From an optimization exercise on the open Yosys and OpenROAD flow, aimed at small area and a short achievable clock period; shortcuts taken in it are not production practice. At most, simulation tests tie the RTL to the original design; equivalence was not proved.

==> 10-07 <==
// topmodule
module topmodule (
	input clk, rst,
	output [31:0] PC_out, RD1, RD2,
	output wire [31:0] Inst,
	output REGWr,
	output [3:0] ALUCnt,
	output [31:0] ALUOutW, ReadDataW,
	input [31:0] InstrF,
	output [31:0] DataAdrM, WriteDataM,
	output MemWriteM,
	input [31:0] ReadDataM);
reg [31:0] pcF;                        
reg [31:0] instD;                      
reg [31:0] rd1E, rd2E, srcbE;          
reg [3:0]  alucE, condE, waE;          
reg [1:0]  flagwE;
reg        regwE, memwE, memtoregE, pcsE, blE;
reg [31:0] aluM, wdataM;               
reg [3:0]  waM;
reg        regwM, memwM, memtoregM, pcsM, blM;
reg [31:0] aluW, rdataW;               
reg        regwW, memtoregW, pcsW;
reg [3:0]  flagr;                      
reg        nzp, cvp;                   
reg        cM, vM;                     
reg [15:0] sel1, sel2;                 
reg [14:0] valid;                      
reg [4:0]  amtD, shamtD;               
reg [1:0]  shD;                        
reg        alusrcD, subD;              
wire [479:0] rf;                       
assign PC_out     = pcF;
assign Inst       = instD;
assign RD1        = rd1E;
assign RD2        = rd2E;
assign ALUCnt     = alucE;
assign DataAdrM   = aluM;
assign WriteDataM = wdataM;
assign MemWriteM  = memwM;
assign ALUOutW    = aluW;
assign ReadDataW  = rdataW;
assign REGWr      = regwW;
wire [31:0] pc4     = {pcF[31:2] + 30'd1, pcF[1:0]};
wire [31:0] resultW = memtoregW ? rdataW : aluW;
  ...
==> flow/config.mk <==
export PLATFORM = sky130hd
export DESIGN_NAME = topmodule
export DESIGN_NICKNAME = topmodule
export VERILOG_FILES = /design/flow/design.v
export SDC_FILE = /design/flow/constraint.sdc
export NUM_CORES = 8
export LEC_CHECK = 0
export CAP_MARGIN = 20
export CORE_MARGIN = 2
export CORE_UTILIZATION = 50
export SLEW_MARGIN = 20
==> flow/constraint.sdc <==
create_clock -name core_clock -period 10.0 [get_ports {clk}]
set_input_delay 2.0000 -clock core_clock [delete_from_list [all_inputs] [get_ports {clk}]]
set_output_delay 2.0000 -clock core_clock [all_outputs]
set_load 0.01 [all_outputs]
standard.sh (not shown) runs the stock make flow with config.mk's settings and CLKGATE_MAP_FILE= SYNTH_SCRIPT=/design/flow/synth_recipe.tcl, a recipe that flattens the netlist after the stock synthesis.
==> flow/flow/run.sh <==
#!/bin/bash
set -euo pipefail
cd "$(dirname "$0")/.."
bash standard.sh \
  "BUFFER_PORTS_ARGS=-buffer_cell sky130_fd_sc_hd__buf_2" \
  MATCH_CELL_FOOTPRINT=0 \
  SETUP_SLACK_MARGIN=6.6 \
  "CTS_ARGS=-sink_clustering_enable -repair_clock_nets -dont_use_dummy_load -sink_clustering_size 25 -sink_clustering_max_diameter 70" \
  finish > flow_make.log 2>&1
==> 04-16: changes against 10-07 <==
--- a/flow/design.v
+++ b/flow/design.v
@@ -20,15 +20,14 @@
 reg        regwM, memwM, memtoregM, pcsM, blM;
 reg [31:0] aluW, rdataW;               
 reg        regwW, memtoregW, pcsW;
 reg [3:0]  flagr;                      
 reg        nzp, cvp;                   
 reg        cM, vM;                     
 reg [15:0] sel1, sel2;                 
-reg [14:0] valid;                      
 reg [4:0]  amtD, shamtD;               
 reg [1:0]  shD;                        
 reg        alusrcD, subD;              
 wire [479:0] rf;                       
 assign PC_out     = pcF;
 assign Inst       = instD;
 assign RD1        = rd1E;
@@ -40,30 +39,27 @@
 assign ALUOutW    = aluW;
 assign ReadDataW  = rdataW;
 assign REGWr      = regwW;
 wire [31:0] pc4     = {pcF[31:2] + 30'd1, pcF[1:0]};
 wire [31:0] resultW = memtoregW ? rdataW : aluW;
 wire [31:0] pcnext  = pcsW ? resultW : pc4;
 wire [31:0] instF = InstrF;
-wire [14:0] wevec;
-wire [14:0] vnext = valid | wevec;
 wire        strF  = (instF[27:26] == 2'b01) & ~instF[20];
 wire [3:0]  ra1F  = instF[19:16];
 wire [3:0]  ra2F  = strF ? instF[15:12] : instF[3:0];
 wire        bxF   = (instF[27:4] == 24'h12FFF1);
 wire        dpF   = (instF[27:26] == 2'b00) & ~bxF;
 wire [4:0]  shamtF = dpF ? instF[11:7] : 5'd0;
 wire [1:0]  shF    = dpF ? instF[6:5]  : 2'd0;
 wire        subF   = dpF & (instF[23:21] == 3'b010);    
 always @(posedge clk) begin
 	pcF     <= rst ? 32'd0 : pcnext;
 	instD   <= rst ? 32'd0 : instF;
-	sel1    <= rst ? 16'd0 : ((16'd1 << ra1F) & {1'b1, vnext});
-	sel2    <= rst ? 16'd0 : ((16'd1 << ra2F) & {1'b1, vnext});
-	valid   <= rst ? 15'd0 : vnext;
+	sel1    <= rst ? 16'd1 : (16'd1 << ra1F);
+	sel2    <= rst ? 16'd1 : (16'd1 << ra2F);
 	shamtD  <= rst ? 5'd0 : shamtF;
 	shD     <= rst ? 2'd0 : shF;
 	amtD    <= rst ? 5'd0 : ((shF == 2'b00) ? (5'd0 - shamtF) : shamtF);
 	alusrcD <= ~rst & (dpF ? instF[25] : (instF[27:26] == 2'b01) | (instF[27:26] == 2'b10));
 	subD    <= ~rst & subF;
 end
 wire [1:0] op    = instD[27:26];
@@ -208,21 +204,21 @@
 		aluM  <= aluout;
 		regwM <= regwE & condex;
 		memwM <= memwE & condex;
 		pcsM  <= pcsE & condex;
 	end
 end
 wire [31:0] wd   = blM ? pcnext : (memtoregM ? ReadDataM : aluM);
+wire [31:0] wdr  = wd & {32{~rst}};
 generate
 	for (gi = 0; gi < 15; gi = gi + 1) begin : g_rf
-		wire wen = regwM & (waM == gi);
-		assign wevec[gi] = wen;
+		wire wen = rst | (regwM & (waM == gi));
 		reg [31:0] r;
 		always @(posedge clk)
-			if (wen) r <= wd;
+			if (wen) r <= wdr;
 		assign rf[gi*32 +: 32] = r;
 	end
 endgenerate
 always @(posedge clk) begin
 	memtoregW <= memtoregM;
 	if (rst) begin
 		aluW <= 32'd0; rdataW <= 32'd0; regwW <= 1'b0; pcsW <= 1'b0;
==> flow/flow/run.sh (replaced) <==
#!/bin/bash
set -euo pipefail
cd "$(dirname "$0")/.."
bash standard.sh \
  "BUFFER_PORTS_ARGS=-buffer_cell sky130_fd_sc_hd__buf_2" \
  MATCH_CELL_FOOTPRINT=0 \
  SETUP_SLACK_MARGIN=6 \
  finish > flow_make.log 2>&1
==> 09-05: changes against 10-07 <==
--- a/flow/design.v
+++ b/flow/design.v
@@ -16,19 +16,16 @@
 reg [1:0]  flagwE;
 reg        regwE, memwE, memtoregE, pcsE, blE;
 reg [31:0] aluM, wdataM;               
 reg [3:0]  waM;
 reg        regwM, memwM, memtoregM, pcsM, blM;
 reg [31:0] aluW, rdataW;               
 reg        regwW, memtoregW, pcsW;
-reg [3:0]  flagr;                      
-reg        nzp, cvp;                   
-reg        cM, vM;                     
+reg [3:0]  flags;                      
 reg [15:0] sel1, sel2;                 
-reg [14:0] valid;                      
 reg [4:0]  amtD, shamtD;               
 reg [1:0]  shD;                        
 reg        alusrcD, subD;              
 wire [479:0] rf;                       
 assign PC_out     = pcF;
 assign Inst       = instD;
 assign RD1        = rd1E;
@@ -39,36 +36,33 @@
 assign MemWriteM  = memwM;
 assign ALUOutW    = aluW;
 assign ReadDataW  = rdataW;
 assign REGWr      = regwW;
 wire [31:0] pc4     = {pcF[31:2] + 30'd1, pcF[1:0]};
 wire [31:0] resultW = memtoregW ? rdataW : aluW;
 wire [31:0] pcnext  = pcsW ? resultW : pc4;
-wire [31:0] instF = InstrF;
-wire [14:0] wevec;
-wire [14:0] vnext = valid | wevec;
+wire [31:0] instF = rst ? 32'd0 : InstrF;
 wire        strF  = (instF[27:26] == 2'b01) & ~instF[20];
 wire [3:0]  ra1F  = instF[19:16];
 wire [3:0]  ra2F  = strF ? instF[15:12] : instF[3:0];
 wire        bxF   = (instF[27:4] == 24'h12FFF1);
 wire        dpF   = (instF[27:26] == 2'b00) & ~bxF;
 wire [4:0]  shamtF = dpF ? instF[11:7] : 5'd0;
 wire [1:0]  shF    = dpF ? instF[6:5]  : 2'd0;
 wire        subF   = dpF & (instF[23:21] == 3'b010);    
 always @(posedge clk) begin
 	pcF     <= rst ? 32'd0 : pcnext;
-	instD   <= rst ? 32'd0 : instF;
-	sel1    <= rst ? 16'd0 : ((16'd1 << ra1F) & {1'b1, vnext});
-	sel2    <= rst ? 16'd0 : ((16'd1 << ra2F) & {1'b1, vnext});
-	valid   <= rst ? 15'd0 : vnext;
-	shamtD  <= rst ? 5'd0 : shamtF;
-	shD     <= rst ? 2'd0 : shF;
-	amtD    <= rst ? 5'd0 : ((shF == 2'b00) ? (5'd0 - shamtF) : shamtF);
-	alusrcD <= ~rst & (dpF ? instF[25] : (instF[27:26] == 2'b01) | (instF[27:26] == 2'b10));
-	subD    <= ~rst & subF;
+	instD   <= instF;
+	sel1    <= 16'd1 << ra1F;
+	sel2    <= 16'd1 << ra2F;
+	shamtD  <= shamtF;
+	shD     <= shF;
+	amtD    <= (shF == 2'b00) ? (5'd0 - shamtF) : shamtF;
+	alusrcD <= dpF ? instF[25] : (instF[27:26] == 2'b01) | (instF[27:26] == 2'b10);
+	subD    <= subF;
 end
 wire [1:0] op    = instD[27:26];
 wire [3:0] cmd   = instD[24:21];
 wire       sbit  = instD[20];
 wire [3:0] rn    = instD[19:16];
 wire [3:0] rd    = instD[15:12];
 wire [3:0] rm    = instD[3:0];
@@ -156,20 +150,18 @@
 	case (alucE)
 	4'b0100, 4'b0010: aluout = sum[31:0];
 	4'b1100:          aluout = rd1E | srcbE;
 	4'b1101:          aluout = srcbE;
 	default:          aluout = rd1E & srcbE;
 	endcase
 end
+wire fN = aluout[31];
+wire fZ = (aluout == 32'd0);
 wire fC = isSub ? ~sum[31] : sum[32];
 wire fV = (rd1E[31] == bx[31]) & (sum[31] != rd1E[31]);
-wire [3:0] flags = {nzp ? aluM[31] : flagr[3],
-                    nzp ? (aluM == 32'd0) : flagr[2],
-                    cvp ? cM : flagr[1],
-                    cvp ? vM : flagr[0]};
 reg condex;
 always @* begin
 	case (condE)
 	4'b0000: condex = flags[2];
 	4'b0001: condex = ~flags[2];
 	4'b0010: condex = flags[1];
 	4'b0011: condex = ~flags[1];
@@ -183,22 +175,18 @@
 	4'b1011: condex = flags[3] ^ flags[0];
 	4'b1100: condex = ~flags[2] & ~(flags[3] ^ flags[0]);
 	4'b1101: condex = flags[2] | (flags[3] ^ flags[0]);
 	default: condex = 1'b1;
 	endcase
 end
 always @(posedge clk) begin
-	cM <= fC;
-	vM <= fV;
-	if (rst) begin
-		flagr <= 4'd0; nzp <= 1'b0; cvp <= 1'b0;
-	end else begin
-		flagr <= flags;
-		nzp   <= flagwE[1] & condex;
-		cvp   <= flagwE[0] & condex;
+	if (rst) flags <= 4'd0;
+	else begin
+		if (flagwE[1] & condex) flags[3:2] <= {fN, fZ};
+		if (flagwE[0] & condex) flags[1:0] <= {fC, fV};
 	end
 end
 always @(posedge clk) begin
 	wdataM    <= rd2E;
 	waM       <= waE;
 	blM       <= blE;
 	memtoregM <= memtoregE;
@@ -208,21 +196,21 @@
 		aluM  <= aluout;
 		regwM <= regwE & condex;
 		memwM <= memwE & condex;
 		pcsM  <= pcsE & condex;
 	end
 end
 wire [31:0] wd   = blM ? pcnext : (memtoregM ? ReadDataM : aluM);
+wire [31:0] wdr  = wd & {32{~rst}};
 generate
 	for (gi = 0; gi < 15; gi = gi + 1) begin : g_rf
-		wire wen = regwM & (waM == gi);
-		assign wevec[gi] = wen;
+		wire wen = rst | (regwM & (waM == gi));
 		reg [31:0] r;
 		always @(posedge clk)
-			if (wen) r <= wd;
+			if (wen) r <= wdr;
 		assign rf[gi*32 +: 32] = r;
 	end
 endgenerate
 always @(posedge clk) begin
 	memtoregW <= memtoregM;
 	if (rst) begin
 		aluW <= 32'd0; rdataW <= 32'd0; regwW <= 1'b0; pcsW <= 1'b0;
==> flow/flow/run.sh (replaced) <==
#!/bin/bash
set -euo pipefail
cd "$(dirname "$0")/.."
bash standard.sh \
  "BUFFER_PORTS_ARGS=-buffer_cell sky130_fd_sc_hd__buf_2" \
  MATCH_CELL_FOOTPRINT=0 \
  SETUP_SLACK_MARGIN=${MARGIN:-6} \
  finish > flow_make.log 2>&1
==> 11-06: changes against 10-07 <==
--- a/flow/design.v
+++ b/flow/design.v
@@ -23,15 +23,15 @@
 reg [3:0]  flagr;                      
 reg        nzp, cvp;                   
 reg        cM, vM;                     
 reg [15:0] sel1, sel2;                 
 reg [14:0] valid;                      
 reg [4:0]  amtD, shamtD;               
 reg [1:0]  shD;                        
-reg        alusrcD, subD;              
+reg        immD, subD;                 
 wire [479:0] rf;                       
 assign PC_out     = pcF;
 assign Inst       = instD;
 assign RD1        = rd1E;
 assign RD2        = rd2E;
 assign ALUCnt     = alucE;
 assign DataAdrM   = aluM;
@@ -59,15 +59,15 @@
 	instD   <= rst ? 32'd0 : instF;
 	sel1    <= rst ? 16'd0 : ((16'd1 << ra1F) & {1'b1, vnext});
 	sel2    <= rst ? 16'd0 : ((16'd1 << ra2F) & {1'b1, vnext});
 	valid   <= rst ? 15'd0 : vnext;
 	shamtD  <= rst ? 5'd0 : shamtF;
 	shD     <= rst ? 2'd0 : shF;
 	amtD    <= rst ? 5'd0 : ((shF == 2'b00) ? (5'd0 - shamtF) : shamtF);
-	alusrcD <= ~rst & (dpF ? instF[25] : (instF[27:26] == 2'b01) | (instF[27:26] == 2'b10));
+	immD    <= ~rst & dpF & instF[25];
 	subD    <= ~rst & subF;
 end
 wire [1:0] op    = instD[27:26];
 wire [3:0] cmd   = instD[24:21];
 wire       sbit  = instD[20];
 wire [3:0] rn    = instD[19:16];
 wire [3:0] rd    = instD[15:12];
@@ -107,36 +107,38 @@
 	rv1 = {32{sel1[15]}} & pc4;
 	rv2 = {32{sel2[15]}} & pc4;
 	for (i = 0; i < 15; i = i + 1) begin
 		rv1 = rv1 | ({32{sel1[i]}} & rf[i*32 +: 32]);
 		rv2 = rv2 | ({32{sel2[i]}} & rf[i*32 +: 32]);
 	end
 end
-reg [31:0] extimm;
-always @* begin
-	if (isMem)     extimm = {20'd0, instD[11:0]};
-	else if (isBr) extimm = {{6{instD[23]}}, instD[23:0], 2'b00};
-	else           extimm = {24'd0, instD[7:0]};
-end
-wire [31:0] srcb    = alusrcD ? extimm : rv2;
+wire        memBr  = isMem | isBr;
+wire [31:0] extMB  = isMem ? {20'd0, instD[11:0]} : {{6{instD[23]}}, instD[23:0], 2'b00};
+wire [31:0] srcb = immD ? {24'd0, instD[7:0]} : rv2;
 wire [31:0] srcx = srcb ^ {32{subD}};
 wire [4:0]  amt  = amtD;
 wire [4:0]  shamt = shamtD;
 wire [1:0]  sh   = shD;
 wire        lsl  = (sh == 2'b00);
 wire [31:0] r0   = amt[0] ? {srcx[0],    srcx[31:1]} : srcx;
 wire [31:0] r1   = amt[1] ? {r0[1:0],   r0[31:2]}   : r0;
 wire [31:0] r2   = amt[2] ? {r1[3:0],   r1[31:4]}   : r1;
 wire [31:0] r3   = amt[3] ? {r2[7:0],   r2[31:8]}   : r2;
 wire [31:0] r4   = amt[4] ? {r3[15:0],  r3[31:16]}  : r3;
-wire [31:0] mr   = {32{1'b1}} >> shamt;    
-wire [31:0] ml   = {32{1'b1}} << shamt;    
-wire [31:0] keep = (sh == 2'b11) ? {32{1'b1}} : (lsl ? ml : mr);
-wire        fill = ((sh == 2'b10) & srcb[31]) ^ subD;
-wire [31:0] shifted = (r4 & keep) | ({32{fill}} & ~keep);
+wire [31:0] ml   = {32{1'b1}} << shamt;
+wire [31:0] mr;
+generate
+	for (gi = 0; gi < 32; gi = gi + 1) begin : g_mr
+		assign mr[gi] = ml[31 - gi];
+	end
+endgenerate
+wire [31:0] keep = memBr ? 32'd0 : ((sh == 2'b11) ? {32{1'b1}} : (lsl ? ml : mr));
+wire        fill = (sh == 2'b10) ? srcx[31] : subD;    
+wire [31:0] fillv = memBr ? extMB : {32{fill}};
+wire [31:0] shifted = (r4 & keep) | (fillv & ~keep);
 always @(posedge clk) begin
 	rd1E  <= rst ? 32'd0 : rv1;
 	rd2E  <= rst ? 32'd0 : rv2;
 	srcbE <= shifted;
 	waE   <= isBL ? 4'd14 : rd;
 	blE   <= isBL;
 	memtoregE <= isLDR;
@@ -146,25 +148,35 @@
 	end else begin
 		alucE <= alucD; condE <= instD[31:28]; flagwE <= flagwD;
 		regwE <= regwD; memwE <= isSTR; pcsE <= pcsD;
 	end
 end
 wire        isSub = alucE[1];
 wire [31:0] bx    = srcbE;                  
-wire [32:0] sum   = {1'b0, rd1E} + {1'b0, bx} + {32'd0, isSub};
-reg  [31:0] aluout;
-always @* begin
-	case (alucE)
-	4'b0100, 4'b0010: aluout = sum[31:0];
-	4'b1100:          aluout = rd1E | srcbE;
-	4'b1101:          aluout = srcbE;
-	default:          aluout = rd1E & srcbE;
-	endcase
-end
-wire fC = isSub ? ~sum[31] : sum[32];
+wire [31:0] ag = rd1E & bx, ap = rd1E ^ bx;
+reg  [31:0] G, P;
+integer d, j, b;
+always @* begin
+	G = {ag[31:1], ag[0] | (ap[0] & isSub)};
+	P = ap;
+	for (d = 1; d < 32; d = d * 2)
+		for (b = 0; b < 32; b = b + 1)
+			if (b & d) begin
+				j = (b & ~(d - 1)) - 1;        
+				G[b] = G[b] | (P[b] & G[j]);
+				P[b] = P[b] & P[j];
+			end
+end
+wire [32:0] carry = {G, isSub};
+wire [31:0] sum   = ap ^ carry[31:0];
+wire opArith = ~alucE[3] & (alucE[2] | alucE[1]);
+wire opOrr   = alucE[3] & ~alucE[0];
+wire opMov   = alucE[3] &  alucE[0];
+wire [31:0] aluout = opArith ? sum : ((ag & {32{~opMov}}) | (ap & {32{opOrr}}) | (bx & {32{opMov}}));
+wire fC = isSub ? ~sum[31] : carry[32];
 wire fV = (rd1E[31] == bx[31]) & (sum[31] != rd1E[31]);
 wire [3:0] flags = {nzp ? aluM[31] : flagr[3],
                     nzp ? (aluM == 32'd0) : flagr[2],
                     cvp ? cM : flagr[1],
                     cvp ? vM : flagr[0]};
 reg condex;
 always @* begin
==> flow/flow/run.sh (replaced) <==
#!/bin/bash
set -euo pipefail
cd "$(dirname "$0")/.."
bash standard.sh \
  "BUFFER_PORTS_ARGS=-buffer_cell sky130_fd_sc_hd__buf_1" \
  MATCH_CELL_FOOTPRINT=0 \
  SETUP_SLACK_MARGIN=6.4 \
  "CTS_ARGS=-sink_clustering_enable -repair_clock_nets -dont_use_dummy_load -sink_clustering_size 25 -sink_clustering_max_diameter 70" \
  finish > flow_make.log 2>&1
CAP_MARGIN = 25   (was 20)
PLACE_DENSITY = 0.7   (was unset)
SLEW_MARGIN = 25   (was 20)
==> run_results.csv <==
group,metric,value,unit
run_status,outcome,"finished clean",
sta,layout_setup_ws,6.027,ns
synthesis,synth_top_cells_by_count,"480 x sky130_fd_sc_hd__edfxtp_1, 372 x sky130_fd_sc_hd__dfxtp_1, 347 x sky130_fd_sc_hd__a22oi_1",
global_routing,grt_max_degree,198,
cts,cts-buffers-inserted,88,
placed_design,gp_congestion,1.065,
critical_path,critical_path_buf_inv_count,2,
the above is filed under 04-16

==> run_results.csv <==
group,metric,value,unit
placed_design,gp_congestion,1.032,
run_status,outcome,"finished clean",
sta,layout_setup_ws,6.308,ns
synthesis,synth_top_cells_by_count,"480 x sky130_fd_sc_hd__edfxtp_1, 387 x sky130_fd_sc_hd__dfxtp_1, 337 x sky130_fd_sc_hd__a22oi_1",
critical_path,critical_path_buf_inv_count,1,
cts,cts-buffers-inserted,50,
global_routing,grt_max_degree,184,
the above is filed under 11-06

==> run_results.csv <==
group,metric,value,unit
run_status,outcome,"finished clean",
global_routing,global_route.usage.met1,0.5321,
global_routing,grt_max_degree,182,
sta,layout_setup_ws,6.460,ns
cts,cts-buffers-inserted,48,
placed_design,gp_congestion,1.023,
synthesis,synth_top_cells_by_count,"480 x sky130_fd_sc_hd__edfxtp_1, 387 x sky130_fd_sc_hd__dfxtp_1, 344 x sky130_fd_sc_hd__a22oi_1",
floorplanning,placeableCoreArea,81850,µm²
the above is filed under 10-07

==> run_results.csv <==
group,metric,value,unit
synthesis,synth_top_cells_by_count,"480 x sky130_fd_sc_hd__edfxtp_1, 368 x sky130_fd_sc_hd__dfxtp_1, 352 x sky130_fd_sc_hd__a22oi_1",
run_status,outcome,"finished clean",
global_routing,grt_max_degree,86,
critical_path,critical_path_buf_inv_count,1,
cts,cts-buffers-inserted,89,
placed_design,gp_congestion,0.9812,
power_and_ir_drop,powerSeq,0.00435,W
the above is filed under 09-05

No functional check of the RTL was part of 09-05 and 11-06.

-- port drivers added, routing unchanged --
In the flow no input, the clock included, has a driving cell. The finished layouts below were timed again as built, in two steps.
Step 1, drivers: a clkbuf_16 drives clk and a buf_2 each remaining input, both assumed.
Step 2 also shifts input and output timing later by t, the mid clock arrival at the registers, as if the neighbouring blocks saw the same clock.
Three values: ideal, step 1, step 2; two values: the first two.
| run | shift t [ns] | setup slack, ns | worst register clock-pin slew, ns |
|---|---|---|---|
| 10-07 | 0.682 | 6.460 / 6.460 / 6.047 | 0.10 / 0.10 |
| 04-16 | 0.731 | 6.027 / 6.027 / 5.667 | 0.07 / 0.07 |
| 09-05 | 0.736 | 5.885 / 5.885 / 5.467 | 0.07 / 0.07 |
| 11-06 | 0.690 | 6.308 / 6.308 / 5.939 | 0.10 / 0.10 |
After both steps setup and hold are still met in every run listed. The setup slack of 09-05, which loses most, moves by 0.000 ns with the drivers and by -0.418 ns with both steps.
